From an optimization exercise on the open Yosys and OpenROAD flow, aimed at small area, a short achievable clock period and few clock cycles; shortcuts taken in it are not production practice. RTL that was checked went through simulation tests only; none was proved equivalent to the original. For run 4, only the layout was checked, not whether the RTL still works.

## design/flow/config.mk

```make
export PLATFORM = sky130hd
export DESIGN_NAME = scr1_pipe_ialu
export DESIGN_NICKNAME = scr1_pipe_ialu
export VERILOG_FILES = /design/flow/design.v
export SDC_FILE = /design/flow/constraint.sdc
export NUM_CORES = 4
export LEC_CHECK = 0
export CAP_MARGIN = 0
export CORE_MARGIN = 2
export CORE_UTILIZATION = 65
export SETUP_SLACK_MARGIN = 5
export SLEW_MARGIN = 0
```

## design/flow/design.v

```verilog
parameter int unsigned SCR1_MTVEC_BASE_WR_BITS = 26;     
parameter int unsigned SCR1_TDU_TRIG_NUM = 2;    
parameter bit [32-1:0]          SCR1_ARCH_RST_VECTOR        = 'h200;             
parameter bit [32-1:0]          SCR1_ARCH_MTVEC_BASE        = 'h1C0;             
parameter bit [32-1:0]   SCR1_TCM_ADDR_MASK          = 'hFFFF0000;        
parameter bit [32-1:0]   SCR1_TCM_ADDR_PATTERN       = 'h00480000;        
parameter bit [32-1:0]   SCR1_TIMER_ADDR_MASK        = 'hFFFFFFE0;        
parameter bit [32-1:0]   SCR1_TIMER_ADDR_PATTERN     = 'h00490000;        
localparam [32-1:0]      SCR1_SIM_EXIT_ADDR      = 32'h0000_00F8;
localparam [32-1:0]      SCR1_SIM_PRINT_ADDR     = 32'hF000_0000;
localparam [32-1:0]      SCR1_SIM_EXT_IRQ_ADDR   = 32'hF000_0100;
localparam [32-1:0]      SCR1_SIM_SOFT_IRQ_ADDR  = 32'hF000_0200;
typedef logic [32-1:0]  type_scr1_mprf_v;
typedef logic [32-1:0]  type_scr1_pc_v;
parameter int unsigned  SCR1_CSR_ADDR_WIDTH             = 12;
parameter int unsigned  SCR1_CSR_MTVEC_BASE_ZERO_BITS   = 6;
parameter int unsigned  SCR1_CSR_MTVEC_BASE_VAL_BITS    = 32-SCR1_CSR_MTVEC_BASE_ZERO_BITS;
parameter bit [32-1:SCR1_CSR_MTVEC_BASE_ZERO_BITS]  SCR1_CSR_MTVEC_BASE_WR_RST_VAL    =
                                      SCR1_CSR_MTVEC_BASE_VAL_BITS'(SCR1_ARCH_MTVEC_BASE >> SCR1_CSR_MTVEC_BASE_ZERO_BITS);
parameter int unsigned  SCR1_CSR_MTVEC_BASE_RO_BITS = (32-(SCR1_CSR_MTVEC_BASE_ZERO_BITS+SCR1_MTVEC_BASE_WR_BITS));
parameter int unsigned SCR1_EXC_CODE_WIDTH_E    = 4;
typedef enum logic [SCR1_EXC_CODE_WIDTH_E-1:0] {
    SCR1_EXC_CODE_INSTR_MISALIGN        = 4'd0,      
    SCR1_EXC_CODE_INSTR_ACCESS_FAULT    = 4'd1,      
    SCR1_EXC_CODE_ILLEGAL_INSTR         = 4'd2,      
    SCR1_EXC_CODE_BREAKPOINT            = 4'd3,      
    SCR1_EXC_CODE_LD_ADDR_MISALIGN      = 4'd4,      
    SCR1_EXC_CODE_LD_ACCESS_FAULT       = 4'd5,      
    SCR1_EXC_CODE_ST_ADDR_MISALIGN      = 4'd6,      
    SCR1_EXC_CODE_ST_ACCESS_FAULT       = 4'd7,      
    SCR1_EXC_CODE_ECALL_M               = 4'd11      
} type_scr1_exc_code_e;
parameter bit [SCR1_EXC_CODE_WIDTH_E-1:0] SCR1_EXC_CODE_IRQ_M_SOFTWARE      = 4'd3;
parameter bit [SCR1_EXC_CODE_WIDTH_E-1:0] SCR1_EXC_CODE_IRQ_M_TIMER         = 4'd7;
parameter bit [SCR1_EXC_CODE_WIDTH_E-1:0] SCR1_EXC_CODE_IRQ_M_EXTERNAL      = 4'd11;
parameter bit [SCR1_EXC_CODE_WIDTH_E-1:0] SCR1_EXC_CODE_RESET               = 4'd0;
typedef enum logic [1:0] {
    SCR1_OP_WIDTH_BYTE  = 2'b00,
    SCR1_OP_WIDTH_HALF  = 2'b01,
    SCR1_OP_WIDTH_WORD  = 2'b10
} type_scr1_op_width_e;
typedef enum logic [1:0] {
    SCR1_INSTR_RVC0     = 2'b00,
    SCR1_INSTR_RVC1     = 2'b01,
    SCR1_INSTR_RVC2     = 2'b10,
    SCR1_INSTR_RVI      = 2'b11
} type_scr1_instr_type_e;
typedef enum logic [6:2] {
    SCR1_OPCODE_LOAD        = 5'b00000,
    SCR1_OPCODE_MISC_MEM    = 5'b00011,
    SCR1_OPCODE_OP_IMM      = 5'b00100,
    SCR1_OPCODE_AUIPC       = 5'b00101,
    SCR1_OPCODE_STORE       = 5'b01000,
    SCR1_OPCODE_OP          = 5'b01100,
    SCR1_OPCODE_LUI         = 5'b01101,
    SCR1_OPCODE_BRANCH      = 5'b11000,
    SCR1_OPCODE_JALR        = 5'b11001,
    SCR1_OPCODE_JAL         = 5'b11011,
    SCR1_OPCODE_SYSTEM      = 5'b11100
} type_scr1_rvi_opcode_e;
localparam SCR1_IALU_OP_ALL_NUM_E = 2;
localparam SCR1_IALU_OP_WIDTH_E   = $clog2(SCR1_IALU_OP_ALL_NUM_E);
typedef enum logic [SCR1_IALU_OP_WIDTH_E-1:0] {
    SCR1_IALU_OP_REG_IMM,           
    SCR1_IALU_OP_REG_REG            
} type_scr1_ialu_op_sel_e;
localparam SCR1_IALU_CMD_ALL_NUM_E    = 23;
localparam SCR1_IALU_CMD_WIDTH_E      = $clog2(SCR1_IALU_CMD_ALL_NUM_E);
typedef enum logic [SCR1_IALU_CMD_WIDTH_E-1:0] {
    SCR1_IALU_CMD_NONE  = '0,    
    SCR1_IALU_CMD_AND,           
    SCR1_IALU_CMD_OR,            
    SCR1_IALU_CMD_XOR,           
    SCR1_IALU_CMD_ADD,           
    SCR1_IALU_CMD_SUB,           
    SCR1_IALU_CMD_SUB_LT,        
    SCR1_IALU_CMD_SUB_LTU,       
    SCR1_IALU_CMD_SUB_EQ,        
    SCR1_IALU_CMD_SUB_NE,        
    SCR1_IALU_CMD_SUB_GE,        
    SCR1_IALU_CMD_SUB_GEU,       
    SCR1_IALU_CMD_SLL,           
    SCR1_IALU_CMD_SRL,           
    SCR1_IALU_CMD_SRA            
    ,
    SCR1_IALU_CMD_MUL,           
    SCR1_IALU_CMD_MULHU,         
    SCR1_IALU_CMD_MULHSU,        
    SCR1_IALU_CMD_MULH,          
    SCR1_IALU_CMD_DIV,           
    SCR1_IALU_CMD_DIVU,          
    SCR1_IALU_CMD_REM,           
    SCR1_IALU_CMD_REMU           
} type_scr1_ialu_cmd_sel_e;
localparam SCR1_SUM2_OP_ALL_NUM_E    = 2;
localparam SCR1_SUM2_OP_WIDTH_E      = $clog2(SCR1_SUM2_OP_ALL_NUM_E);
typedef enum logic [SCR1_SUM2_OP_WIDTH_E-1:0] {
    SCR1_SUM2_OP_PC_IMM,         
    SCR1_SUM2_OP_REG_IMM         
} type_scr1_ialu_sum2_op_sel_e;
localparam SCR1_LSU_CMD_ALL_NUM_E   = 9;
localparam SCR1_LSU_CMD_WIDTH_E     = $clog2(SCR1_LSU_CMD_ALL_NUM_E);
typedef enum logic [SCR1_LSU_CMD_WIDTH_E-1:0] {
    SCR1_LSU_CMD_NONE = '0,
    SCR1_LSU_CMD_LB,
    SCR1_LSU_CMD_LH,
    SCR1_LSU_CMD_LW,
    SCR1_LSU_CMD_LBU,
    SCR1_LSU_CMD_LHU,
    SCR1_LSU_CMD_SB,
    SCR1_LSU_CMD_SH,
    SCR1_LSU_CMD_SW
} type_scr1_lsu_cmd_sel_e;
localparam SCR1_CSR_OP_ALL_NUM_E   = 2;
localparam SCR1_CSR_OP_WIDTH_E     = $clog2(SCR1_CSR_OP_ALL_NUM_E);
typedef enum logic [SCR1_CSR_OP_WIDTH_E-1:0] {
    SCR1_CSR_OP_IMM,
    SCR1_CSR_OP_REG
} type_scr1_csr_op_sel_e;
localparam SCR1_CSR_CMD_ALL_NUM_E   = 4;
localparam SCR1_CSR_CMD_WIDTH_E     = $clog2(SCR1_CSR_CMD_ALL_NUM_E);
typedef enum logic [SCR1_CSR_CMD_WIDTH_E-1:0] {
    SCR1_CSR_CMD_NONE = '0,
    SCR1_CSR_CMD_WRITE,
    SCR1_CSR_CMD_SET,
    SCR1_CSR_CMD_CLEAR
} type_scr1_csr_cmd_sel_e;
localparam SCR1_RD_WB_ALL_NUM_E = 7;
localparam SCR1_RD_WB_WIDTH_E   = $clog2(SCR1_RD_WB_ALL_NUM_E);
typedef enum logic [SCR1_RD_WB_WIDTH_E-1:0] {
    SCR1_RD_WB_NONE = '0,
    SCR1_RD_WB_IALU,             
    SCR1_RD_WB_SUM2,             
    SCR1_RD_WB_IMM,              
    SCR1_RD_WB_INC_PC,           
    SCR1_RD_WB_LSU,              
    SCR1_RD_WB_CSR               
} type_scr1_rd_wb_sel_e;
localparam SCR1_GPR_FIELD_WIDTH = 5;
typedef struct packed {
    logic                               instr_rvc;       
    type_scr1_ialu_op_sel_e             ialu_op;
    type_scr1_ialu_cmd_sel_e            ialu_cmd;
    type_scr1_ialu_sum2_op_sel_e        sum2_op;
    type_scr1_lsu_cmd_sel_e             lsu_cmd;
    type_scr1_csr_op_sel_e              csr_op;
    type_scr1_csr_cmd_sel_e             csr_cmd;
    type_scr1_rd_wb_sel_e               rd_wb_sel;
    logic                               jump_req;
    logic                               branch_req;
    logic                               mret_req;
    logic                               fencei_req;
    logic                               wfi_req;
    logic [SCR1_GPR_FIELD_WIDTH-1:0]    rs1_addr;        
    logic [SCR1_GPR_FIELD_WIDTH-1:0]    rs2_addr;
    logic [SCR1_GPR_FIELD_WIDTH-1:0]    rd_addr;
    logic [32-1:0]              imm;             
    logic                               exc_req;
    type_scr1_exc_code_e                exc_code;
} type_scr1_exu_cmd_s;
module scr1_pipe_ialu (
    input   logic                           clk,
    input   logic                           rst_n,
    input   logic                           exu2ialu_rvm_cmd_vd_i,
    output  logic                           ialu2exu_rvm_res_rdy_o,
    input   logic [32-1:0]          exu2ialu_main_op1_i,
    input   logic [32-1:0]          exu2ialu_main_op2_i,
    input   logic [SCR1_IALU_CMD_WIDTH_E-1:0] exu2ialu_cmd_i,
    output  logic [32-1:0]          ialu2exu_main_res_o,
    output  logic                           ialu2exu_cmp_res_o,
    input   logic [32-1:0]          exu2ialu_addr_op1_i,
    input   logic [32-1:0]          exu2ialu_addr_op2_i,
    output  logic [32-1:0]          ialu2exu_addr_res_o
);
logic [31:0] a, b;
logic [4:0]  cmd;
assign a   = exu2ialu_main_op1_i;
assign b   = exu2ialu_main_op2_i;
assign cmd = exu2ialu_cmd_i;
logic cmd_sll, cmd_sra, cmd_shr;
logic cmd_mul, cmd_div, cmd_mdu;
logic mul_hi, mul_a_sgn, mul_b_sgn;
logic div_sgn, div_rem;
assign cmd_sll   = (cmd == SCR1_IALU_CMD_SLL);
assign cmd_sra   = (cmd == SCR1_IALU_CMD_SRA);
assign cmd_shr   = (cmd == SCR1_IALU_CMD_SRL) | cmd_sra;
assign cmd_mul   = (cmd >= SCR1_IALU_CMD_MUL) & (cmd <= SCR1_IALU_CMD_MULH);
assign cmd_div   = (cmd >= SCR1_IALU_CMD_DIV) & (cmd <= SCR1_IALU_CMD_REMU);
assign cmd_mdu   = cmd_mul | cmd_div;
assign mul_hi    = (cmd != SCR1_IALU_CMD_MUL);
assign mul_a_sgn = (cmd == SCR1_IALU_CMD_MULH) | (cmd == SCR1_IALU_CMD_MULHSU);
assign mul_b_sgn = (cmd == SCR1_IALU_CMD_MULH);
assign div_sgn   = (cmd == SCR1_IALU_CMD_DIV) | (cmd == SCR1_IALU_CMD_REM);
assign div_rem   = (cmd == SCR1_IALU_CMD_REM) | (cmd == SCR1_IALU_CMD_REMU);
assign ialu2exu_addr_res_o = exu2ialu_addr_op1_i + exu2ialu_addr_op2_i;
logic        sum_sub;
logic [32:0] sum_res;
logic        cmp_lt, cmp_ltu, cmp_eq;
assign sum_sub = (cmd != SCR1_IALU_CMD_ADD);
assign sum_res = {1'b0, a} + {1'b0, b ^ {32{sum_sub}}} + {32'd0, sum_sub};
assign cmp_ltu = ~sum_res[32];
assign cmp_lt  = (a[31] ^ b[31]) ? a[31] : sum_res[31];
assign cmp_eq  = (a == b);
logic        busy_ff;            
logic [3:0]  cnt_ff, cnt_next;   
logic [31:0] hi_ff, hi_next;     
logic [31:0] lo_ff, lo_next;     
logic [31:0] dvs_ff;             
logic        dvs_ci_ff;          
logic        cnt_zero;
logic        mdu_rdy;
logic [31:0] mdu_res;
assign cnt_zero = (cnt_ff == 4'd0);
logic        div_a_neg, div_b_neg;
logic [31:0] div_a_abs;
logic [4:0]  lz_a, lz_b;
logic        z_a, z_b;
logic        div_b_zero;
logic [6:0]  div_q_est;          
logic        div_imm;            
logic [5:0]  div_qq;             
function automatic logic [5:0] lzc32(input logic [31:0] x);    
    logic [15:0] y16;
    logic [7:0]  y8;
    logic [3:0]  y4;
    logic [1:0]  y2;
    logic [4:0]  n;
    n[4] = ~|x[31:16];
    y16  = n[4] ? x[15:0] : x[31:16];
    n[3] = ~|y16[15:8];
    y8   = n[3] ? y16[7:0] : y16[15:8];
    n[2] = ~|y8[7:4];
    y4   = n[2] ? y8[3:0] : y8[7:4];
    n[1] = ~|y4[3:2];
    y2   = n[1] ? y4[1:0] : y4[3:2];
    n[0] = ~y2[1];
    lzc32 = {~|x, n};
endfunction
assign div_a_neg  = div_sgn & a[31];
assign div_b_neg  = div_sgn & b[31];
logic [31:0] neg_in, neg_out;
logic        neg_en;
assign neg_out   = (neg_in ^ {32{neg_en}}) + {31'd0, neg_en};
assign div_a_abs = neg_out;
assign {z_a, lz_a} = lzc32(a ^ {32{div_a_neg}});
assign {z_b, lz_b} = lzc32(b ^ {32{div_b_neg}});
assign div_b_zero = (b == 32'd0);
always_comb begin
    logic [6:0] nb_a, nb_b;
    nb_a = (z_a ? 7'd0 : 7'd32 - {2'd0, lz_a}) + {6'd0, div_a_neg};
    nb_b =  z_b ? 7'd0 : 7'd32 - {2'd0, lz_b};
    div_q_est = nb_a - nb_b + 7'd1;
end
always_comb begin
    logic [32:0] x, m;
    x = div_a_neg ? {~a, 1'b1} : {1'b0, a};
    m = x;
    for (int i = 1; i < 33; i = i * 2) m = m | (m >> i);
    div_imm = div_b_zero | |({1'b0, b ^ {32{div_b_neg}}} & ~m);
end
always_comb begin
    logic [6:0] q;
    q = (~div_q_est[6] & (div_q_est > 7'd32)) ? 7'd32 : div_q_est;
    div_qq = {q[5:1] + {4'd0, q[0]}, 1'b0};
end
logic [31:0] sh_in, sh_out, shft_res;
always_comb for (int i = 0; i < 32; i++) sh_in[i] = cmd_sll ? a[31-i] : a[i];
assign sh_out = 32'($signed({cmd_sra & a[31], sh_in}) >>> b[4:0]);
always_comb for (int i = 0; i < 32; i++) shft_res[i] = cmd_sll ? sh_out[31-i] : sh_out[i];
logic [31:0] nrm_hi, nrm_lo;
always_comb begin
    logic [63:0] v;
    v = {div_a_abs, 32'd0};
    if (div_qq[1]) v = {2'd0,  v[63:2]};
    if (div_qq[2]) v = {4'd0,  v[63:4]};
    if (div_qq[3]) v = {8'd0,  v[63:8]};
    if (div_qq[4]) v = {16'd0, v[63:16]};
    if (div_qq[5]) v = {32'd0, v[63:32]};
    nrm_hi = v[63:32];
    nrm_lo = v[31:0];
end
logic [31:0] div_r_next, div_q_next;
logic [31:0] div_res;
always_comb begin
    logic [32:0] t;
    logic [33:0] d;
    logic [31:0] r, q;
    r = hi_ff[31:0];
    q = lo_ff;
    for (int i = 0; i < 2; i++) begin
        t = {r, q[31]};
        d = {1'b0, t} + {2'b11, dvs_ff} + {33'd0, dvs_ci_ff};
        r = d[33] ? t[31:0] : d[31:0];
        q = {q[30:0], ~d[33]};
    end
    div_r_next = r;
    div_q_next = q;
end
assign neg_in = ~busy_ff ? a : div_rem ? div_r_next : div_q_next;
assign neg_en = ~busy_ff ? div_a_neg : div_rem ? div_a_neg : (div_a_neg ^ div_b_neg);
assign div_res = busy_ff ? neg_out : div_rem ? a : {32{div_b_zero}};
logic [31:0] mul_res;
logic [63:0] mul_acc_next;
logic [1:0]  mul_ny;             
function automatic logic [1:0] sig_bytes(input logic [31:0] y, input logic sgn);
    logic s;
    logic [3:0] ext;             
    s = sgn & y[31];
    for (int i = 1; i < 4; i++)
        ext[i] = (y[8*i +: 8] == {8{s}}) & (~sgn | (y[8*i-1] == s));
    ext[0] = 1'b0;
    if      (~ext[3])           sig_bytes = 2'd3;
    else if (~ext[2])           sig_bytes = 2'd2;
    else if (~ext[1])           sig_bytes = 2'd1;
    else                        sig_bytes = 2'd0;
endfunction
always_comb begin
    logic [1:0]  ny_a, ny_b, idx;
    logic        swap, first, sx, sy, cy;
    logic [31:0] x, y;
    logic [7:0]  c;
    logic [63:0] accrow, sxrow;
    ny_a  = sig_bytes(a, mul_a_sgn);
    ny_b  = sig_bytes(b, mul_b_sgn);
    swap  = (ny_a < ny_b);
    x     = swap ? b : a;
    y     = swap ? a : b;
    sx    = swap ? (mul_b_sgn & b[31]) : (mul_a_sgn & a[31]);
    sy    = swap ? mul_a_sgn : mul_b_sgn;
    mul_ny = swap ? ny_a : ny_b;
    first = ~busy_ff;
    idx   = first ? mul_ny : 2'(cnt_ff - 4'd1);
    c     = y[8*idx +: 8];
    cy    = first & sy & c[7];                   
    accrow = first ? {24'hFF_FFFF, ~(x & {32{cy}}), 8'd0} + 64'h100
                   : {hi_ff[23:0], lo_ff, 8'd0};
    sxrow  = {24'hFF_FFFF, ~(c & {8{sx}}), 32'd0} + 64'h1_0000_0000
           + {23'd0, sx & cy, 40'd0};
    mul_acc_next = accrow + sxrow + {32'd0, x} * {56'd0, c};
end
assign mul_res = mul_hi ? hi_ff[31:0] : lo_ff;
assign mdu_rdy = busy_ff ? cnt_zero : (cmd_div & div_imm);
assign mdu_res = cmd_mul ? mul_res : div_res;
always_comb begin
    if (busy_ff)      cnt_next = cnt_ff - 4'd1;
    else if (cmd_mul) cnt_next = {2'd0, mul_ny};
    else              cnt_next = 4'(div_qq[5:1] - 5'd1);
end
assign hi_next = ~cmd_mul ? (busy_ff ? div_r_next : nrm_hi)
                          : mul_acc_next[63:32];
assign lo_next = ~cmd_mul ? (busy_ff ? div_q_next : nrm_lo)
                          : mul_acc_next[31:0];
always_ff @(posedge clk, negedge rst_n) begin
    if (~rst_n) busy_ff <= 1'b0;
    else        busy_ff <= exu2ialu_rvm_cmd_vd_i & cmd_mdu & ~mdu_rdy;
end
always_ff @(posedge clk) begin
    cnt_ff    <= cnt_next;
    hi_ff     <= hi_next;
    lo_ff     <= lo_next;
    dvs_ff    <= b ^ {32{~div_b_neg}};
    dvs_ci_ff <= ~div_b_neg;
end
always_comb begin
    ialu2exu_main_res_o    = '0;
    ialu2exu_cmp_res_o     = 1'b0;
    ialu2exu_rvm_res_rdy_o = 1'b1;
    case (cmd)
        SCR1_IALU_CMD_AND     : ialu2exu_main_res_o = a & b;
        SCR1_IALU_CMD_OR      : ialu2exu_main_res_o = a | b;
        SCR1_IALU_CMD_XOR     : ialu2exu_main_res_o = a ^ b;
        SCR1_IALU_CMD_ADD,
        SCR1_IALU_CMD_SUB     : ialu2exu_main_res_o = sum_res[31:0];
        SCR1_IALU_CMD_SUB_LT  : ialu2exu_cmp_res_o  = cmp_lt;
        SCR1_IALU_CMD_SUB_LTU : ialu2exu_cmp_res_o  = cmp_ltu;
        SCR1_IALU_CMD_SUB_EQ  : ialu2exu_cmp_res_o  = cmp_eq;
        SCR1_IALU_CMD_SUB_NE  : ialu2exu_cmp_res_o  = ~cmp_eq;
        SCR1_IALU_CMD_SUB_GE  : ialu2exu_cmp_res_o  = ~cmp_lt;
        SCR1_IALU_CMD_SUB_GEU : ialu2exu_cmp_res_o  = ~cmp_ltu;
        SCR1_IALU_CMD_SLL,
        SCR1_IALU_CMD_SRL,
        SCR1_IALU_CMD_SRA     : ialu2exu_main_res_o = shft_res;
        SCR1_IALU_CMD_MUL,
        SCR1_IALU_CMD_MULHU,
        SCR1_IALU_CMD_MULHSU,
        SCR1_IALU_CMD_MULH,
        SCR1_IALU_CMD_DIV,
        SCR1_IALU_CMD_DIVU,
        SCR1_IALU_CMD_REM,
        SCR1_IALU_CMD_REMU    : begin
            ialu2exu_main_res_o    = mdu_res;
            ialu2exu_rvm_res_rdy_o = mdu_rdy;
        end
        default : begin end
    endcase
    if ((cmd >= SCR1_IALU_CMD_SUB_LT) & (cmd <= SCR1_IALU_CMD_SUB_GEU))
        ialu2exu_main_res_o = {31'd0, ialu2exu_cmp_res_o};
end
endmodule
```

## design/flow/constraint.sdc

```tcl
create_clock -name core_clock -period 16.5 [get_ports {clk}]
set_input_delay 3.3000 -clock core_clock [delete_from_list [all_inputs] [get_ports {clk}]]
set_output_delay 3.3000 -clock core_clock [all_outputs]
set_load 0.01 [all_outputs]
```

## design/flow/run.sh

```bash
#!/bin/bash
# synth_recipe.tcl (not shown) runs the flow's synth.tcl, then flattens the netlist and writes it again
# the make line also repeats each setting of config.mk as NAME=value (left out here)
make -C /OpenROAD-flow-scripts/flow DESIGN_CONFIG=/design/flow/config.mk WORK_HOME=/design/flow/orfs CLKGATE_MAP_FILE= SYNTH_SCRIPT=/design/flow/synth_recipe.tcl finish
```

==> impl_table.tex, run 1 <==
\begin{tabular}{lr}
\hline
Metric & Value \\
\hline
\multicolumn{2}{l}{\textbf{Status}} \\
Outcome & aborted with a tool error \\
Halt point of the flow & global routing \\
First error & [ERROR GRT-0116] Global routing finished with congestion. Check the congestion regions in the DRC Viewer. \\
\multicolumn{2}{l}{\textbf{Synthesis}} \\
Number of enable-type register cells in the synthesized netlist & 0 \\
Largest area contributor in the netlist & fa\_1 \\
Total nets after synthesis & 5730 \\
Average instance area after synthesis & 7.28 µm² \\
Mapped Area & 36500 µm² \\
Cells after Synth & 5019 \\
Area contributors post-synth & fa\_1, ha\_1, xnor2\_1 \\
Commonest register cell after synthesis & dfxtp\_1 \\
Sequential share of the synthesized area & 5.60\% \\
Count of unique library cells instantiated by Yosys & 114 \\
Flip-flop and latch count after synthesis & 102 \\
Number of warning messages in the yosys log & 1 \\
Top cell type's share of synthesized area & 12.5\% \\
Post-synthesis async set-or-reset flop share & 0.980\% \\
\multicolumn{2}{l}{\textbf{Place}} \\
Port Buffer Count & 201 \\
Routability congestion estimate & 1.17 \\
\# placed instances & 5778 \\
Minimum setup slack after placement & 1.25 ns \\
Half-perimeter wire length of the detailed placement result & 142000 µm \\
Placed Area & 39700 µm² \\
\multicolumn{2}{l}{\textbf{Clock network}} \\
H-tree level count & 3 \\
Worst-case clock buffer depth & 2 \\
Buffer cell driving the clock tree root & clkbuf\_16 \\
TritonCTS Buffers & 9 \\
Clock Sinks & 102 \\
\multicolumn{2}{l}{\textbf{Global routing}} \\
Number of global-route vias before repair & 51815 \\
First-pass GRT wire length & 348000 µm \\
Grt total ovfl & 131 \\
Largest net degree at the start of global routing & 76 \\
Global router's overall resource usage & 80.6\% \\
\multicolumn{2}{l}{\textbf{Die}} \\
Chip Height & 241 µm \\
Initial Utilization & 66.1\% \\
Count of standard-cell rows & 86 \\
Die span in x & 241 µm \\
Count of boundary I/O pins & 202 \\
\hline
\end{tabular}
## what timing repair did
action | 4_1_cts
hold buffers | 0
pin swaps | 209
gates resized for setup | 821
setup buffers | 305
endpoints found under the setup margin | 109
gates cloned | 19
## synthesized netlist by cell type (93+ instances only)
library cell	n
fa_1	229
xnor2_1	241
inv_1	453
nand2_1	508
a21oi_1	376
nor3_1	123
dfxtp_1	101
nand3_1	93
o21ai_0	246
nor2_1	484
clkbuf_1	232
a21o_1	105
mux2i_1	193
ha_1	346
## metal layers
| layer | GRT usage [%] | GRT overflow |
|---|---|---|
| met5 | 37.8 | 2 |
| met4 | 78.5 | 54 |
| met3 | 68.9 | 4 |
| met2 | 93.9 | 70 |
| met1 | 81.4 | 1 |
## how the worst max path moves through the flow
stage / from / slack [ns] / endpoint / depth (start not counted)
4_1_cts: exu2ialu_main_op1_i[14] / 4.01 / hi_ff[30] / 48
3_5_place_dp: exu2ialu_cmd_i[4] / 1.25 / hi_ff[29] / 42
3_3_place_gp: exu2ialu_cmd_i[4] / 1.54 / hi_ff[29] / 46
2_1_floorplan: exu2ialu_cmd_i[2] / 3.67 / hi_ff[30] / 57
## cell families after synthesis
group	after synthesis	synth area share, %
multiplexers	250	8.12
XOR/XNOR	311	7.45
AO/OA/AOI/OAI	1452	26.6
buffers and inverters	768	8.02
AND/OR/NAND/NOR	1561	19.8
flip-flops	102	5.60
adder cells (fa/ha/maj)	575	24.4
Testbench counts, summed over its fixed seeds: cycles 43,040.
==> run 2, diff against run 1 <==
==> design/flow/config.mk (replaced) <==
export PLATFORM = sky130hd
export DESIGN_NAME = scr1_pipe_ialu
export DESIGN_NICKNAME = scr1_pipe_ialu
export VERILOG_FILES = /design/flow/design.v
export SDC_FILE = /design/flow/constraint.sdc
export NUM_CORES = 4
export LEC_CHECK = 0
export ABC_AREA = 1
export CAP_MARGIN = 20
export CORE_MARGIN = 2
export CORE_UTILIZATION = 50
export SETUP_SLACK_MARGIN = 5
export SLEW_MARGIN = 20
==> run 2 against run 1 <==
Against the previous run: the run now finishes clean; synthesized area grew 3.7%; synthesized cell count increased by 28%.
==> impl_table.tex, run 2 <==
\begin{tabular}{lr}
\hline
Metric & Value \\
\hline
\multicolumn{2}{l}{\textbf{Worst hold path}} \\
Source of the worst hold timing path & cnt\_ff[3] \\
End of the worst hold path & cnt\_ff[3] \\
Count of cells along the worst hold path & 4 \\
Class of the most critical hold timing path & register to register \\
\multicolumn{2}{l}{\textbf{Clock network}} \\
Clock latency reported for the late side of the worst-skew pair & 0.40 ns \\
Clock transition at the register clock pins on the worst setup and hold paths after CTS & 0.09 ns \\
TritonCTS Buffers & 9 (unchanged) \\
H-tree level count & 3 (unchanged) \\
Clock Sinks & 102 (unchanged) \\
TritonCTS clock tree & yes \\
Worst-case clock buffer depth & 2 (unchanged) \\
Buffer cell driving the clock tree root & clkbuf\_16 \\
Cts-stage hold buffer count & 0 (unchanged) \\
\multicolumn{2}{l}{\textbf{Die}} \\
Initial Utilization & 50.7\% (-15 points) \\
Chip Height & 279 µm (+16\%) \\
Count of boundary I/O pins & 202 (unchanged) \\
Die area & 78000 µm² \\
Count of standard-cell rows & 100 (+16\%) \\
Core area & 74700 µm² \\
Die span in x & 279 µm (+16\%) \\
\multicolumn{2}{l}{\textbf{Worst setup path}} \\
Flop2flop setup slack & 7.49 ns \\
CP max-delay cell & fa\_1 \\
Data required, critical path & 16.79 ns \\
CP peak stage delay & 0.73 ns \\
Critical Path Most Common Cell & buf\_6 \\
Largest delay share family, worst path & adder cells \\
Launch point of the worst reg-to-reg path & busy\_ff \\
Sum of buffers and inverters on the critical path & 18 \\
Reg-to-reg endpoint & hi\_ff[17] \\
CP startpoint kind & input port \\
Largest fanout of any net on the critical path & 8 \\
Critical path data arrival time & 12.36 ns \\
Worst-case reg-to-reg path depth & 42 \\
Type of the worst setup path & input port to register \\
Capturing element type of the critical path & register \\
\multicolumn{2}{l}{\textbf{Synthesis}} \\
Total nets after synthesis & 7133 (+24\%) \\
Cells after Synth & 6422 (+28\%) \\
Number of warning messages in the yosys log & 1 (unchanged) \\
Area contributors post-synth & nand2\_1, fa\_1, ha\_1 \\
Commonest cells in the netlist & nand2\_1, inv\_1, nand3\_1 \\
Post-synthesis mux area share & 0.159\% (-8.0 points) \\
Commonest register cell after synthesis & dfxtp\_1 \\
Top cell type's share of synthesized area & 17.3\% (+4.7 points) \\
Post-synthesis async set-or-reset flop share & 0.980\% (unchanged) \\
XOR/XNOR share of the synthesized area & 4.94\% (-2.5 points) \\
Flip-flop and latch count after synthesis & 102 (unchanged) \\
Sequential share of the synthesized area & 5.40\% (-0.20 points) \\
Average instance area after synthesis & 5.90 µm² (-19\%) \\
Simple-Gate Fraction of Synth Area & 36.6\% (+17 points) \\
Largest area contributor in the netlist & nand2\_1 \\
Combinational family with the most area after synthesis & simple AND/OR/NAND/NOR gates \\
Mapped Area & 37900 µm² (+3.7\%) \\
Number of enable-type register cells in the synthesized netlist & 0 (unchanged) \\
Compound-gate portion of the synthesized area & 16.9\% (-9.8 points) \\
Dominant cell by count in the synthesized netlist & nand2\_1 \\
Count of unique library cells instantiated by Yosys & 78 (-32\%) \\
Adder-cell share of the synthesized area & 23.5\% (-0.87 points) \\
\multicolumn{2}{l}{\textbf{Global routing}} \\
Largest net degree at the start of global routing & 76 \\
First-pass GRT wire length & 285000 µm \\
Initial antenna violation count & 24 \\
Number of global-route vias before repair & 44601 \\
Grt total ovfl & 0 \\
Global router's overall resource usage & 49.1\% \\
\multicolumn{2}{l}{\textbf{Drt}} \\
Routed WL & 207000 µm \\
Number of DRC markers in iteration 0 & 7699 \\
First-pass DRT Iterations & 12 \\
Count of unresolved DRC violations after routing & 0 \\
Via count & 49296 \\
Remaining antenna violation count & 0 \\
Drt wl/cell & 26.8 µm \\
Post-DR vias/cell & 6.38 \\
\multicolumn{2}{l}{\textbf{Status}} \\
Outcome & finished clean \\
\multicolumn{2}{l}{\textbf{Place}} \\
Port Buffer Count & 201 (unchanged) \\
Routability congestion estimate & 1.11 (-5.0\%) \\
Half-perimeter wire length of the detailed placement result & 155000 µm (+9.1\%) \\
\multicolumn{2}{l}{\textbf{STA}} \\
Highest clock frequency the design can meet & 82.8 MHz \\
Measured slew at the worst slew-check pin & 1.24 ns \\
Final count of negative-setup-slack endpoints & 0 \\
Total count of max-transition violations in the final report & 0 \\
Sum of negative setup slack & 0 ns \\
Worst Skew & 0.0180 ns \\
Remaining max-slew budget at the tightest pin & 17.1\% \\
Final min period & 12.07 ns \\
Post-route fraction of the period consumed by the critical path & 73.2\% \\
Setup repair after global routing missed its margin & true \\
Total count of hold-check failures in the final report & 0 \\
\multicolumn{2}{l}{\textbf{Cells and area}} \\
Layout fillers & 6958 \\
Layout cells sized above 1 & 14.9\% \\
Most frequent cells in the layout & nand2\_1, inv\_1, nand3\_1, nor2\_1, o21ai\_0 \\
Synthesis-to-finish area growth & 21.7\% \\
Commonest non-fill, non-tap cell in the layout & nand2\_1 \\
Biggest registers after layout & dvs\_ff x32, hi\_ff x32, lo\_ff x32 \\
Final \#Nets & 7449 \\
\multicolumn{2}{l}{\textbf{Job}} \\
Count of max-cap constraint violations & 0 \\
\hline
\end{tabular}
==> run 2: cell count changes after synthesis, moves of 136 or more <==
cell / delta
nand2_1: +1236
mux2i_1: -187
xnor2_1: -195
o21ai_0: +136
inv_1: +437
nand3_1: +480
==> run 2: logic make-up (layout without fill, tap and decap cells) <==
group	count (synthesis)	count (layout)
xor+xnor	213	213
mux	6	6
other cells	0	10
simple gates	3220	3227
flops	102	102
compound gates	1113	1113
buf+inv	1193	1507
fa+ha+maj	575	575
==> run 2: worst register-to-register path: cells and delay by family, from the launching register on <==
kind / cells / cell delay, ns
adder cells (fa/ha/maj): 6 / 2.88
buffers and inverters: 17 / 2.21
AO/OA/AOI/OAI: 10 / 1.58
flip-flops: 1 / 1.06
AND/OR/NAND/NOR: 8 / 1.02
XOR/XNOR: 1 / 0.17
==> run 2: how the worst max path moves through the flow <==
stage,from,to,cells past startpoint
after global placement,exu2ialu_main_op1_i[31],hi_ff[26],46
final,exu2ialu_main_op1_i[24],hi_ff[17],50
after detailed placement,exu2ialu_main_op1_i[31],hi_ff[26],46
after global routing,exu2ialu_cmd_i[2],hi_ff[27],53
after floorplan,exu2ialu_cmd_i[1],hi_ff[26],51
after CTS,exu2ialu_cmd_i[4],hi_ff[27],53
==> run 2: layout make-up <==
type	count	area [µm²]	area share [%]
well taps	969	1210	2.63
flip-flops and latches	102	2080	4.50
clock buffers	9	225	0.488
repair inverters	5	33.8	0.0733
multi-input cells	5134	33500	72.7
diodes	10	25.0	0.0543
inverters	938	3720	8.06
repair buffers	548	5180	11.2
clock inverters	7	100	0.217
==> run 2: per-stage QoR <==
stage / instance area [µm²] / cells / setup slack [ns] / util, % / hold WS, ns
2_1_floorplan: 37900 / 6422 / 5.07 / - / 0.537
3_3_place_gp: 40500 / 7407 / 2.12 / 54.2 / 0.565
3_5_place_dp: 40500 / 7407 / 1.90 / 54.2 / 0.579
4_1_cts: 43300 / 7574 / 4.88 / 58.0 / 0.593
5_1_grt: 46100 / 7713 / 4.23 / 61.7 / 0.650
6_report: 46100 / 7722 / 4.43 / 61.7 / 0.598
==> run 2: repair_timing <==
item / 4_1_cts / 5_1_grt
pin swaps: 110 / 161
setup endpoints to repair: 101 / 99
gates resized for setup: 400 / 402
gates cloned: 10 / 10
buffers inserted: 141 / 128
==> run 2: per-layer routing <==
layer | part of all wire [%] | up-vias | global-route usage [%]
met3 | 15 | 1238 | 16.1
met5 | 0.096 | - | 1.44
met1 | 35 | 22416 | 60.9
met2 | 39 | 4076 | 71.2
met4 | 10 | 20 | 35.1
li1 | - | 21546 | -
==> run 3, diff against run 2 <==
--- a/design/flow/config.mk
+++ b/design/flow/config.mk
@@ -5,7 +5,6 @@
 export SDC_FILE = /design/flow/constraint.sdc
 export NUM_CORES = 4
 export LEC_CHECK = 0
-export ABC_AREA = 1
 export CAP_MARGIN = 20
 export CORE_MARGIN = 2
 export CORE_UTILIZATION = 50
==> run 3 against run 2 <==
Against the previous run: highest routed layer unchanged; maximum frequency is 6.9% lower; register-to-register slack worse by 0.71 ns; global-route usage is 4.3 points higher.
==> impl_table.tex, run 3 <==
\begin{tabular}{lr}
\hline
Metric & Value \\
\hline
\multicolumn{2}{l}{\textbf{Synthesis}} \\
Mapped Area & 36500 µm² (-3.6\%) \\
Commonest cells in the netlist & nand2\_1, nor2\_1, inv\_1 \\
Dominant cell by count in the synthesized netlist & nand2\_1 \\
Largest area contributor in the netlist & fa\_1 \\
Top cell type's share of synthesized area & 12.5\% (-4.7 points) \\
Sequential share of the synthesized area & 5.60\% (+0.20 points) \\
Post-synthesis async set-or-reset flop share & 0.980\% (unchanged) \\
Total nets after synthesis & 5730 (-20\%) \\
Area contributors post-synth & fa\_1, ha\_1, xnor2\_1 \\
Number of enable-type register cells in the synthesized netlist & 0 (unchanged) \\
Number of warning messages in the yosys log & 1 (unchanged) \\
Flip-flop and latch count after synthesis & 102 (unchanged) \\
Count of unique library cells instantiated by Yosys & 114 (+46\%) \\
Commonest register cell after synthesis & dfxtp\_1 \\
Average instance area after synthesis & 7.28 µm² (+23\%) \\
Cells after Synth & 5019 (-22\%) \\
\multicolumn{2}{l}{\textbf{Clock network}} \\
Worst-case clock buffer depth & 2 (unchanged) \\
TritonCTS Buffers & 9 (unchanged) \\
Clock Sinks & 102 (unchanged) \\
Buffer cell driving the clock tree root & clkbuf\_16 \\
Cts-stage hold buffer count & 0 (unchanged) \\
TritonCTS clock tree & yes \\
Clock transition at the register clock pins on the worst setup and hold paths after CTS & 0.09 ns (about the same) \\
Clock latency reported for the late side of the worst-skew pair & 0.42 ns (+0.02 ns) \\
H-tree level count & 3 (unchanged) \\
\multicolumn{2}{l}{\textbf{Worst setup path}} \\
Flop2flop setup slack & 6.78 ns (-0.71 ns) \\
CP peak stage delay & 0.70 ns (-0.03 ns) \\
Worst-case reg-to-reg path depth & 43 (+2.4\%) \\
Largest fanout of any net on the critical path & 8 (unchanged) \\
Type of the worst setup path & input port to register \\
CP startpoint kind & input port \\
Launch point of the worst reg-to-reg path & busy\_ff \\
Data required, critical path & 16.81 ns (+0.02 ns) \\
CP max-delay cell & clkdlybuf4s15\_2 \\
Sum of buffers and inverters on the critical path & 7 (-11) \\
Capturing element type of the critical path & register \\
Critical path data arrival time & 13.28 ns (+0.92 ns) \\
Largest delay share family, worst path & compound AO/OA/AOI/OAI gates \\
Reg-to-reg endpoint & hi\_ff[30] \\
\multicolumn{2}{l}{\textbf{Worst hold path}} \\
Source of the worst hold timing path & cnt\_ff[2] \\
Class of the most critical hold timing path & register to register \\
End of the worst hold path & cnt\_ff[2] \\
Count of cells along the worst hold path & 2 (-2) \\
\multicolumn{2}{l}{\textbf{STA}} \\
Worst Skew & 0.0209 ns (+0.00292 ns) \\
Total count of hold-check failures in the final report & 0 (unchanged) \\
Highest clock frequency the design can meet & 77.1 MHz (-6.9\%) \\
Remaining max-slew budget at the tightest pin & 13.8\% (-3.3 points) \\
Sum of negative setup slack & 0 ns (unchanged) \\
Final count of negative-setup-slack endpoints & 0 (unchanged) \\
Worst hold slack after final layout & 0.579 ns (-0.0191 ns) \\
Setup repair after global routing missed its margin & true \\
Post-route fraction of the period consumed by the critical path & 78.6\% (+5.4 points) \\
Total count of max-transition violations in the final report & 0 (unchanged) \\
Final min period & 12.96 ns (+0.893 ns) \\
Measured slew at the worst slew-check pin & 1.29 ns (+0.0490 ns) \\
\multicolumn{2}{l}{\textbf{Die}} \\
Count of standard-cell rows & 99 (-1.0\%) \\
Die span in x & 274 µm (-1.8\%) \\
Chip Height & 274 µm (-1.8\%) \\
Count of boundary I/O pins & 202 (unchanged) \\
Die area & 75300 µm² (-3.5\%) \\
Core area & 72700 µm² (-2.7\%) \\
Initial Utilization & 50.3\% (-0.47 points) \\
\multicolumn{2}{l}{\textbf{Drt}} \\
Post-DR vias/cell & 7.14 (+12\%) \\
Via count & 46659 (-5.3\%) \\
Number of DRC markers in iteration 0 & 7672 (-0.35\%) \\
Count of unresolved DRC violations after routing & 0 (unchanged) \\
First-pass DRT Iterations & 11 (-1) \\
Remaining antenna violation count & 0 (unchanged) \\
Drt wl/cell & 32.6 µm (+22\%) \\
Routed WL & 213000 µm (+3.3\%) \\
\multicolumn{2}{l}{\textbf{Cells and area}} \\
Synthesis-to-finish area growth & 34.5\% \\
Layout cells sized above 1 & 26.2\% (+11 points) \\
FF/Latch Area & 2100 µm² (+1.1\%) \\
Total area of multi-input combinational cells & 35900 µm² (+7.1\%) \\
Biggest registers after layout & dvs\_ff x32, hi\_ff x32, lo\_ff x32 \\
Final \#Nets & 6272 (-16\%) \\
Post-Layout Cell Count & 6539 (-15\%) \\
Layout fillers & 6115 (-12\%) \\
Commonest non-fill, non-tap cell in the layout & nand2\_1 \\
Most frequent cells in the layout & nand2\_1, buf\_4, nor2\_1, inv\_1, a21oi\_1 \\
\multicolumn{2}{l}{\textbf{Global routing}} \\
Global router's overall resource usage & 53.4\% (+4.3 points) \\
Number of global-route vias before repair & 42194 (-5.4\%) \\
Initial antenna violation count & 13 (-46\%) \\
First-pass GRT wire length & 292000 µm (+2.5\%) \\
Largest net degree at the start of global routing & 71 (-6.6\%) \\
Grt total ovfl & 0 (unchanged) \\
\multicolumn{2}{l}{\textbf{Place}} \\
Port Buffer Count & 201 (unchanged) \\
\# placed instances & 6012 (-19\%) \\
Routability congestion estimate & 1.11 (+0.44\%) \\
Half-perimeter wire length of the detailed placement result & 152000 µm (-1.6\%) \\
\multicolumn{2}{l}{\textbf{Job}} \\
Count of max-cap constraint violations & 0 (unchanged) \\
\multicolumn{2}{l}{\textbf{Status}} \\
Outcome & finished clean \\
\hline
\end{tabular}
[run 3: changes by cell type in the layout (fill, tap and decap cells not counted), sizes merged, moves of 65 or more]
cell,change
nand2,-1292
nand3,-494
inv,-449
buf,+304
xnor2,+195
o21ai,-193
mux2i,+188
nor2,-114
xor2,-97
a21o,+90
nor3,+77
a211oi,+65
[run 3: kinds of logic (layout without fill, tap and decap cells)]
family	after synthesis	count (layout)	synth area share, %
compound gates	1452	1453	26.6
fa+ha+maj	575	575	24.4
xor+xnor	311	311	7.45
buf+inv	768	1307	8.02
simple gates	1561	1565	19.8
mux	250	253	8.12
other cells	0	14	0
flops	102	102	5.60
[run 3: timing repair]
item	4_1_cts	5_1_grt
cloned	19	3
resized for setup	836	458
endpoints found under the setup margin	109	108
setup buffers	328	145
pin swaps	241	309
[run 3: per-layer routing]
layer  GRT usage, %  up-vias  routed length, µm
li1               -    19113                  -
met1           62.3    21966              72500
met2           73.9     4182              82000
met3           25.6     1370              34700
met4           42.9       28              23700
met5           1.48        -                461
[run 3: stage by stage]
stage | setup slack (ns) | util (%) | instance area [µm²]
2_1_floorplan | 3.67 | - | 37000
3_3_place_gp | 1.31 | 55.2 | 40100
3_5_place_dp | 1.14 | 55.2 | 40100
4_1_cts | 3.90 | 63.4 | 46100
5_1_grt | 3.38 | 67.6 | 49100
6_report | 3.54 | 67.6 | 49100
[run 3: layout make-up]
cell class	instances	area share, %
antenna	14	0.0713
multi-input combinational	4157	73.1
timing repair buffer	829	15.9
tap	959	2.44
clock buffer	11	0.494
clock inverter	5	0.104
sequential	102	4.27
inverter	461	3.63
timing repair inverter	1	0.0102
[run 3: how the worst max path moves through the flow]
stage	startpoint	endpoint	cells past startpoint
finish	exu2ialu_main_op2_i[27]	hi_ff[30]	48
global route	exu2ialu_main_op2_i[27]	hi_ff[30]	49
CTS	exu2ialu_cmd_i[2]	hi_ff[30]	52
detailed placement	exu2ialu_cmd_i[4]	hi_ff[29]	40
global placement	exu2ialu_cmd_i[4]	hi_ff[29]	42
floorplan	exu2ialu_cmd_i[2]	hi_ff[30]	57
[run 3: tightest hold or removal path, cell delays in order (launching register included)]
cell and delay (ns):
dfxtp_1 0.34, xnor2_1 0.13, o21ai_0 0.06
==> run 4, diff against run 3 <==
--- a/design/flow/design.v
+++ b/design/flow/design.v
@@ -204,9 +204,10 @@
 logic        busy_ff;            
 logic [3:0]  cnt_ff, cnt_next;   
 logic [31:0] hi_ff, hi_next;     
-logic [31:0] lo_ff, lo_next;     
+logic [32:0] lo_ff, lo_next;     
 logic [31:0] dvs_ff;             
 logic        dvs_ci_ff;          
+logic        neg_q_ff, neg_r_ff;  
 logic        cnt_zero;
 logic        mdu_rdy;
 logic [31:0] mdu_res;
@@ -218,7 +219,7 @@
 logic        div_b_zero;
 logic [6:0]  div_q_est;          
 logic        div_imm;            
-logic [5:0]  div_qq;             
+logic [3:0]  div_m;              
 function automatic logic [5:0] lzc32(input logic [31:0] x);    
     logic [15:0] y16;
     logic [7:0]  y8;
@@ -261,47 +262,55 @@
 always_comb begin
     logic [6:0] q;
     q = (~div_q_est[6] & (div_q_est > 7'd32)) ? 7'd32 : div_q_est;
-    div_qq = {q[5:1] + {4'd0, q[0]}, 1'b0};
+    div_m = 4'd1;
+    for (int i = 1; i <= 11; i++)
+        if (q > 7'(3 * i - 3) && q <= 7'(3 * i)) div_m = 4'(i);
 end
 logic [31:0] sh_in, sh_out, shft_res;
 always_comb for (int i = 0; i < 32; i++) sh_in[i] = cmd_sll ? a[31-i] : a[i];
 assign sh_out = 32'($signed({cmd_sra & a[31], sh_in}) >>> b[4:0]);
 always_comb for (int i = 0; i < 32; i++) shft_res[i] = cmd_sll ? sh_out[31-i] : sh_out[i];
-logic [31:0] nrm_hi, nrm_lo;
+logic [31:0] nrm_hi;
+logic [32:0] nrm_lo;
 always_comb begin
-    logic [63:0] v;
-    v = {div_a_abs, 32'd0};
-    if (div_qq[1]) v = {2'd0,  v[63:2]};
-    if (div_qq[2]) v = {4'd0,  v[63:4]};
-    if (div_qq[3]) v = {8'd0,  v[63:8]};
-    if (div_qq[4]) v = {16'd0, v[63:16]};
-    if (div_qq[5]) v = {32'd0, v[63:32]};
-    nrm_hi = v[63:32];
-    nrm_lo = v[31:0];
+    logic [64:0] v;
+    v = {div_a_abs, 33'd0};
+    if (div_m[0]) v = {3'd0,  v[64:3]};
+    if (div_m[1]) v = {6'd0,  v[64:6]};
+    if (div_m[2]) v = {12'd0, v[64:12]};
+    if (div_m[3]) v = {24'd0, v[64:24]};
+    nrm_hi = v[64:33];
+    nrm_lo = v[32:0];
 end
-logic [31:0] div_r_next, div_q_next;
+logic [31:0] div_r_next;
+logic [32:0] div_q_next;
 logic [31:0] div_res;
 always_comb begin
     logic [32:0] t;
     logic [33:0] d;
-    logic [31:0] r, q;
+    logic [31:0] r;
+    logic [32:0] q;
     r = hi_ff[31:0];
     q = lo_ff;
-    for (int i = 0; i < 2; i++) begin
-        t = {r, q[31]};
+    for (int i = 0; i < 3; i++) begin
+        t = {r, q[32]};
         d = {1'b0, t} + {2'b11, dvs_ff} + {33'd0, dvs_ci_ff};
         r = d[33] ? t[31:0] : d[31:0];
-        q = {q[30:0], ~d[33]};
+        q = {q[31:0], ~d[33]};
     end
     div_r_next = r;
     div_q_next = q;
 end
-assign neg_in = ~busy_ff ? a : div_rem ? div_r_next : div_q_next;
-assign neg_en = ~busy_ff ? div_a_neg : div_rem ? div_a_neg : (div_a_neg ^ div_b_neg);
+assign neg_in = ~busy_ff ? a : div_rem ? div_r_next : div_q_next[31:0];
+assign neg_en = ~busy_ff ? div_a_neg : div_rem ? neg_r_ff : neg_q_ff;
 assign div_res = busy_ff ? neg_out : div_rem ? a : {32{div_b_zero}};
 logic [31:0] mul_res;
 logic [63:0] mul_acc_next;
 logic [1:0]  mul_ny;             
+logic        mul_swap;
+logic [31:0] mul_x, mul_y;
+logic [31:0] mul_y_ff;
+logic        mul_sx_ff, mul_sy_ff, mul_first_ff;
 function automatic logic [1:0] sig_bytes(input logic [31:0] y, input logic sgn);
     logic s;
     logic [3:0] ext;             
@@ -315,41 +324,38 @@
     else                        sig_bytes = 2'd0;
 endfunction
 always_comb begin
-    logic [1:0]  ny_a, ny_b, idx;
-    logic        swap, first, sx, sy, cy;
-    logic [31:0] x, y;
+    logic [1:0] ny_a, ny_b;
+    ny_a     = sig_bytes(a, mul_a_sgn);
+    ny_b     = sig_bytes(b, mul_b_sgn);
+    mul_swap = (ny_a < ny_b);
+    mul_x    = mul_swap ? b : a;
+    mul_y    = mul_swap ? a : b;
+    mul_ny   = mul_swap ? ny_a : ny_b;
+end
+always_comb begin
+    logic        cy;
     logic [7:0]  c;
     logic [63:0] accrow, sxrow;
-    ny_a  = sig_bytes(a, mul_a_sgn);
-    ny_b  = sig_bytes(b, mul_b_sgn);
-    swap  = (ny_a < ny_b);
-    x     = swap ? b : a;
-    y     = swap ? a : b;
-    sx    = swap ? (mul_b_sgn & b[31]) : (mul_a_sgn & a[31]);
-    sy    = swap ? mul_a_sgn : mul_b_sgn;
-    mul_ny = swap ? ny_a : ny_b;
-    first = ~busy_ff;
-    idx   = first ? mul_ny : 2'(cnt_ff - 4'd1);
-    c     = y[8*idx +: 8];
-    cy    = first & sy & c[7];                   
-    accrow = first ? {24'hFF_FFFF, ~(x & {32{cy}}), 8'd0} + 64'h100
-                   : {hi_ff[23:0], lo_ff, 8'd0};
-    sxrow  = {24'hFF_FFFF, ~(c & {8{sx}}), 32'd0} + 64'h1_0000_0000
-           + {23'd0, sx & cy, 40'd0};
-    mul_acc_next = accrow + sxrow + {32'd0, x} * {56'd0, c};
+    c  = mul_y_ff[8*cnt_ff[1:0] +: 8];
+    cy = mul_first_ff & mul_sy_ff & c[7];         
+    accrow = mul_first_ff ? {24'hFF_FFFF, ~(dvs_ff & {32{cy}}), 8'd0} + 64'h100
+                          : {hi_ff[23:0], lo_ff[31:0], 8'd0};
+    sxrow  = {24'hFF_FFFF, ~(c & {8{mul_sx_ff}}), 32'd0} + 64'h1_0000_0000
+           + {23'd0, mul_sx_ff & cy, 40'd0};
+    mul_acc_next = accrow + sxrow + {32'd0, dvs_ff} * {56'd0, c};
 end
-assign mul_res = mul_hi ? hi_ff[31:0] : lo_ff;
+assign mul_res = mul_hi ? mul_acc_next[63:32] : mul_acc_next[31:0];
 assign mdu_rdy = busy_ff ? cnt_zero : (cmd_div & div_imm);
 assign mdu_res = cmd_mul ? mul_res : div_res;
 always_comb begin
     if (busy_ff)      cnt_next = cnt_ff - 4'd1;
     else if (cmd_mul) cnt_next = {2'd0, mul_ny};
-    else              cnt_next = 4'(div_qq[5:1] - 5'd1);
+    else              cnt_next = div_m - 4'd1;
 end
 assign hi_next = ~cmd_mul ? (busy_ff ? div_r_next : nrm_hi)
                           : mul_acc_next[63:32];
 assign lo_next = ~cmd_mul ? (busy_ff ? div_q_next : nrm_lo)
-                          : mul_acc_next[31:0];
+                          : {1'b0, mul_acc_next[31:0]};
 always_ff @(posedge clk, negedge rst_n) begin
     if (~rst_n) busy_ff <= 1'b0;
     else        busy_ff <= exu2ialu_rvm_cmd_vd_i & cmd_mdu & ~mdu_rdy;
@@ -358,8 +364,14 @@
     cnt_ff    <= cnt_next;
     hi_ff     <= hi_next;
     lo_ff     <= lo_next;
-    dvs_ff    <= b ^ {32{~div_b_neg}};
+    dvs_ff    <= cmd_mul ? mul_x : (b ^ {32{~div_b_neg}});
     dvs_ci_ff <= ~div_b_neg;
+    mul_y_ff  <= mul_y;
+    mul_sx_ff <= mul_swap ? (mul_b_sgn & b[31]) : (mul_a_sgn & a[31]);
+    mul_sy_ff <= mul_swap ? mul_a_sgn : mul_b_sgn;
+    mul_first_ff <= ~busy_ff;
+    neg_q_ff  <= div_a_neg ^ div_b_neg;
+    neg_r_ff  <= div_a_neg;
 end
 always_comb begin
     ialu2exu_main_res_o    = '0;
--- a/design/flow/config.mk
+++ b/design/flow/config.mk
@@ -5,8 +5,9 @@
 export SDC_FILE = /design/flow/constraint.sdc
 export NUM_CORES = 4
 export LEC_CHECK = 0
+export ABC_AREA = 1
 export CAP_MARGIN = 20
 export CORE_MARGIN = 2
-export CORE_UTILIZATION = 50
+export CORE_UTILIZATION = 40
 export SETUP_SLACK_MARGIN = 5
 export SLEW_MARGIN = 20
==> run 4 against run 3 <==
Against the previous run: still clean; global-route usage fell by 12 points; worst setup slack improved by 0.87 ns; sequential share of layout area grew 1.2 points; die area grew 39%; via count increased by 10%; first-iteration DRC count shrank 11%; final cell count is 32% higher; critical path depth down 2; cell area is 5.9% higher.
==> impl_table.tex, run 4 <==
\begin{tabular}{lr}
\hline
Metric & Value \\
\hline
\multicolumn{2}{l}{\textbf{Worst hold path}} \\
Class of the most critical hold timing path & register to register \\
Count of cells along the worst hold path & 2 (unchanged) \\
\multicolumn{2}{l}{\textbf{Drt}} \\
Via count & 51519 (+10\%) \\
Remaining antenna violation count & 0 (unchanged) \\
Number of DRC markers in iteration 0 & 6865 (-11\%) \\
Routed WL & 226000 µm (+6.0\%) \\
Count of unresolved DRC violations after routing & 0 (unchanged) \\
Drt wl/cell & 26.2 µm (-20\%) \\
Post-DR vias/cell & 5.97 (-16\%) \\
First-pass DRT Iterations & 8 (-3) \\
\multicolumn{2}{l}{\textbf{STA}} \\
Worst hold slack after final layout & 0.513 ns (-0.0659 ns) \\
Final count of negative-setup-slack endpoints & 0 (unchanged) \\
Highest clock frequency the design can meet & 82.7 MHz (+7.2\%) \\
Total count of max-transition violations in the final report & 0 (unchanged) \\
Remaining max-slew budget at the tightest pin & 32.2\% (+18 points) \\
Setup repair after global routing missed its margin & true \\
Total count of hold-check failures in the final report & 0 (unchanged) \\
Final min period & 12.10 ns (-0.867 ns) \\
Worst Skew & 0.0240 ns (+0.00311 ns) \\
Post-route fraction of the period consumed by the critical path & 73.3\% (-5.3 points) \\
Measured slew at the worst slew-check pin & 1.01 ns (-0.283 ns) \\
Sum of negative setup slack & 0 ns (unchanged) \\
\multicolumn{2}{l}{\textbf{Clock network}} \\
TritonCTS clock tree & yes \\
TritonCTS Buffers & 17 (+8) \\
H-tree level count & 4 (+1) \\
Worst-case clock buffer depth & 2 (unchanged) \\
Clock Sinks & 140 (+37\%) \\
Clock latency reported for the late side of the worst-skew pair & 0.48 ns (+0.06 ns) \\
Cts-stage hold buffer count & 0 (unchanged) \\
Clock transition at the register clock pins on the worst setup and hold paths after CTS & 0.06 ns (-0.03 ns) \\
Buffer cell driving the clock tree root & clkbuf\_16 \\
\multicolumn{2}{l}{\textbf{Worst setup path}} \\
CP Capture Point & ialu2exu\_main\_res\_o[23] \\
CP peak stage delay & 0.53 ns (-0.17 ns) \\
Critical path data arrival time & 8.80 ns (-4.48 ns) \\
Worst-case reg-to-reg path depth & 46 (+7.0\%) \\
Flop2flop setup slack & 7.71 ns (+0.93 ns) \\
Data required, critical path & 13.20 ns (-3.61 ns) \\
Worst Setup SP & cnt\_ff[0] \\
Type of the worst setup path & register to primary output \\
Launch point of the worst reg-to-reg path & cnt\_ff[0] \\
Capturing element type of the critical path & primary output \\
Largest fanout of any net on the critical path & 4 (-4) \\
Reg-to-reg endpoint & hi\_ff[29] \\
CP max-delay cell & fa\_1 \\
CP startpoint kind & register \\
\multicolumn{2}{l}{\textbf{Job}} \\
Count of max-cap constraint violations & 0 (unchanged) \\
\multicolumn{2}{l}{\textbf{Synthesis}} \\
Mapped Area & 40900 µm² (+12\%) \\
Number of enable-type register cells in the synthesized netlist & 0 (unchanged) \\
Total nets after synthesis & 7621 (+33\%) \\
Count of unique library cells instantiated by Yosys & 71 (-38\%) \\
Commonest cells in the netlist & nand2\_1, inv\_1, nor2\_1 \\
Dominant cell by count in the synthesized netlist & nand2\_1 \\
Sequential share of the synthesized area & 6.86\% (+1.3 points) \\
Largest area contributor in the netlist & nand2\_1 \\
Commonest register cell after synthesis & dfxtp\_1 \\
Number of warning messages in the yosys log & 1 (unchanged) \\
Cells after Synth & 6879 (+37\%) \\
Flip-flop and latch count after synthesis & 140 (+37\%) \\
Post-synthesis async set-or-reset flop share & 0.714\% (-0.27 points) \\
Top cell type's share of synthesized area & 17.6\% (+5.0 points) \\
Average instance area after synthesis & 5.95 µm² (-18\%) \\
Area contributors post-synth & nand2\_1, ha\_1, fa\_1 \\
\multicolumn{2}{l}{\textbf{Die}} \\
Chip Height & 324 µm (+18\%) \\
Count of standard-cell rows & 117 (+18\%) \\
Die area & 105000 µm² (+39\%) \\
Die span in x & 324 µm (+18\%) \\
Initial Utilization & 40.3\% (-10 points) \\
Count of boundary I/O pins & 202 (unchanged) \\
Core area & 102000 µm² (+40\%) \\
\multicolumn{2}{l}{\textbf{Cells and area}} \\
Final \#Nets & 7983 (+27\%) \\
Synthesis-to-finish area growth & 27.2\% \\
Commonest non-fill, non-tap cell in the layout & nand2\_1 \\
Max reg flops & 33 \\
Most frequent cells in the layout & nand2\_1, inv\_1, nor2\_1, nand3\_1, o21ai\_0 \\
Layout cells sized above 1 & 18.6\% (-7.7 points) \\
Register bank with the most flops & lo\_ff \\
\multicolumn{2}{l}{\textbf{Global routing}} \\
Global router's overall resource usage & 41.1\% (-12 points) \\
Initial antenna violation count & 9 (-4) \\
Number of global-route vias before repair & 46749 (+11\%) \\
Grt total ovfl & 0 (unchanged) \\
First-pass GRT wire length & 316000 µm (+8.2\%) \\
Largest net degree at the start of global routing & 134 (+89\%) \\
\multicolumn{2}{l}{\textbf{Status}} \\
Outcome & finished clean \\
\multicolumn{2}{l}{\textbf{Place}} \\
Half-perimeter wire length of the detailed placement result & 177000 µm (+17\%) \\
Port Buffer Count & 201 (unchanged) \\
Routability congestion estimate & 1.09 (-2.0\%) \\
\hline
\end{tabular}
[run 4: logic make-up after synthesis]
group,after synthesis,share of synthesized area (%)
flip-flops,140,6.86
multiplexers,3,0.0734
adder cells (fa/ha/maj),606,22.8
buffers and inverters,1236,11.8
AO/OA/AOI/OAI,1235,17.1
AND/OR/NAND/NOR,3388,35.5
XOR/XNOR,271,5.80
[run 4: how the worst min path moves through the flow]
stage / from / to / slack (ns)
after global placement: lo_ff[4] / lo_ff[7] / 0.49
after CTS: lo_ff[4] / lo_ff[7] / 0.50
after floorplan: lo_ff[7] / lo_ff[10] / 0.47
after detailed placement: lo_ff[4] / lo_ff[7] / 0.49
after global routing: lo_ff[4] / lo_ff[7] / 0.55
final: lo_ff[4] / lo_ff[7] / 0.51
[run 4: per-stage QoR]
step | utilization [%] | cell area, µm² | setup WS [ns] | std cells
after global placement | 43.8 | 44500 | 2.49 | 8327
after CTS | 47.9 | 48700 | 4.23 | 8492
after detailed placement | 43.8 | 44500 | 2.44 | 8327
final | 51.3 | 52100 | 4.40 | 8627
after floorplan | - | 40900 | 5.58 | 6879
after global routing | 51.2 | 52100 | 4.18 | 8622
[run 4: worst max-delay path, delay by kind of cell (launching register included)]
family / cells / cell delay, ns
fa+ha+maj: 6 / 2.67
simple gates: 20 / 2.63
buf+inv: 12 / 1.22
compound gates: 6 / 1.07
flops: 1 / 0.37
xor+xnor: 2 / 0.35
[run 4: area by class of cell]
cell class | instances | area (µm²)
Antenna cell | 5 | 12.5
Clock buffer | 19 | 443
Clock inverter | 13 | 154
Fill cell | 10577 | 49500
Inverter | 988 | 3800
Multi-Input combinational cell | 5516 | 37800
Sequential cell | 140 | 2830
Tap cell | 1368 | 1710
Timing Repair Buffer | 577 | 5350
Timing Repair inverter | 1 | 8.76
[run 4: routing by layer]
layer	wire, µm	part of all wire, %	GRT usage (%)
met5	44	0.019	0
met1	89200	39	55.1
met4	15200	6.7	21.1
met2	91200	40	59.2
met3	30600	14	12.4
[run 4: what timing repair did]
item | in CTS | in global routing
setup buffers | 124 | 119
resized for setup | 668 | 506
cloned | 9 | 11
setup endpoints to repair | 98 | 98
pin swaps | 142 | 203

## port drivers added, routing unchanged
The flow's constraints put no driver on any port. The routed layouts listed below were extracted and timed again, unchanged, in two steps.
Step 1: set_driving_cell puts a clkbuf_16 on clk and a buf_2 on each other input, an assumption about the parent block.
Step 2 also shifts input and output timing later by t, the mid clock arrival at the registers, as if the neighbouring blocks saw the same clock.
a / b / c = ideal ports / drivers / drivers and shift; a / b = the first two.
run	t, ns	slack for setup (ns)	worst setup path at the end	latest minus earliest clock arrival (ns)
run 2	0.445	4.428 / 4.440 / 3.995	input to register	0.018 / 0.018
run 3	0.472	3.535 / 3.566 / 3.095	input to register	0.021 / 0.021
run 4	0.536	4.402 / 4.330 / 4.741	input to register	0.024 / 0.024
After both steps every run listed still meets setup and hold. The setup slack of run 3, which loses most, moves by +0.031 ns with the drivers and by -0.440 ns with both steps.
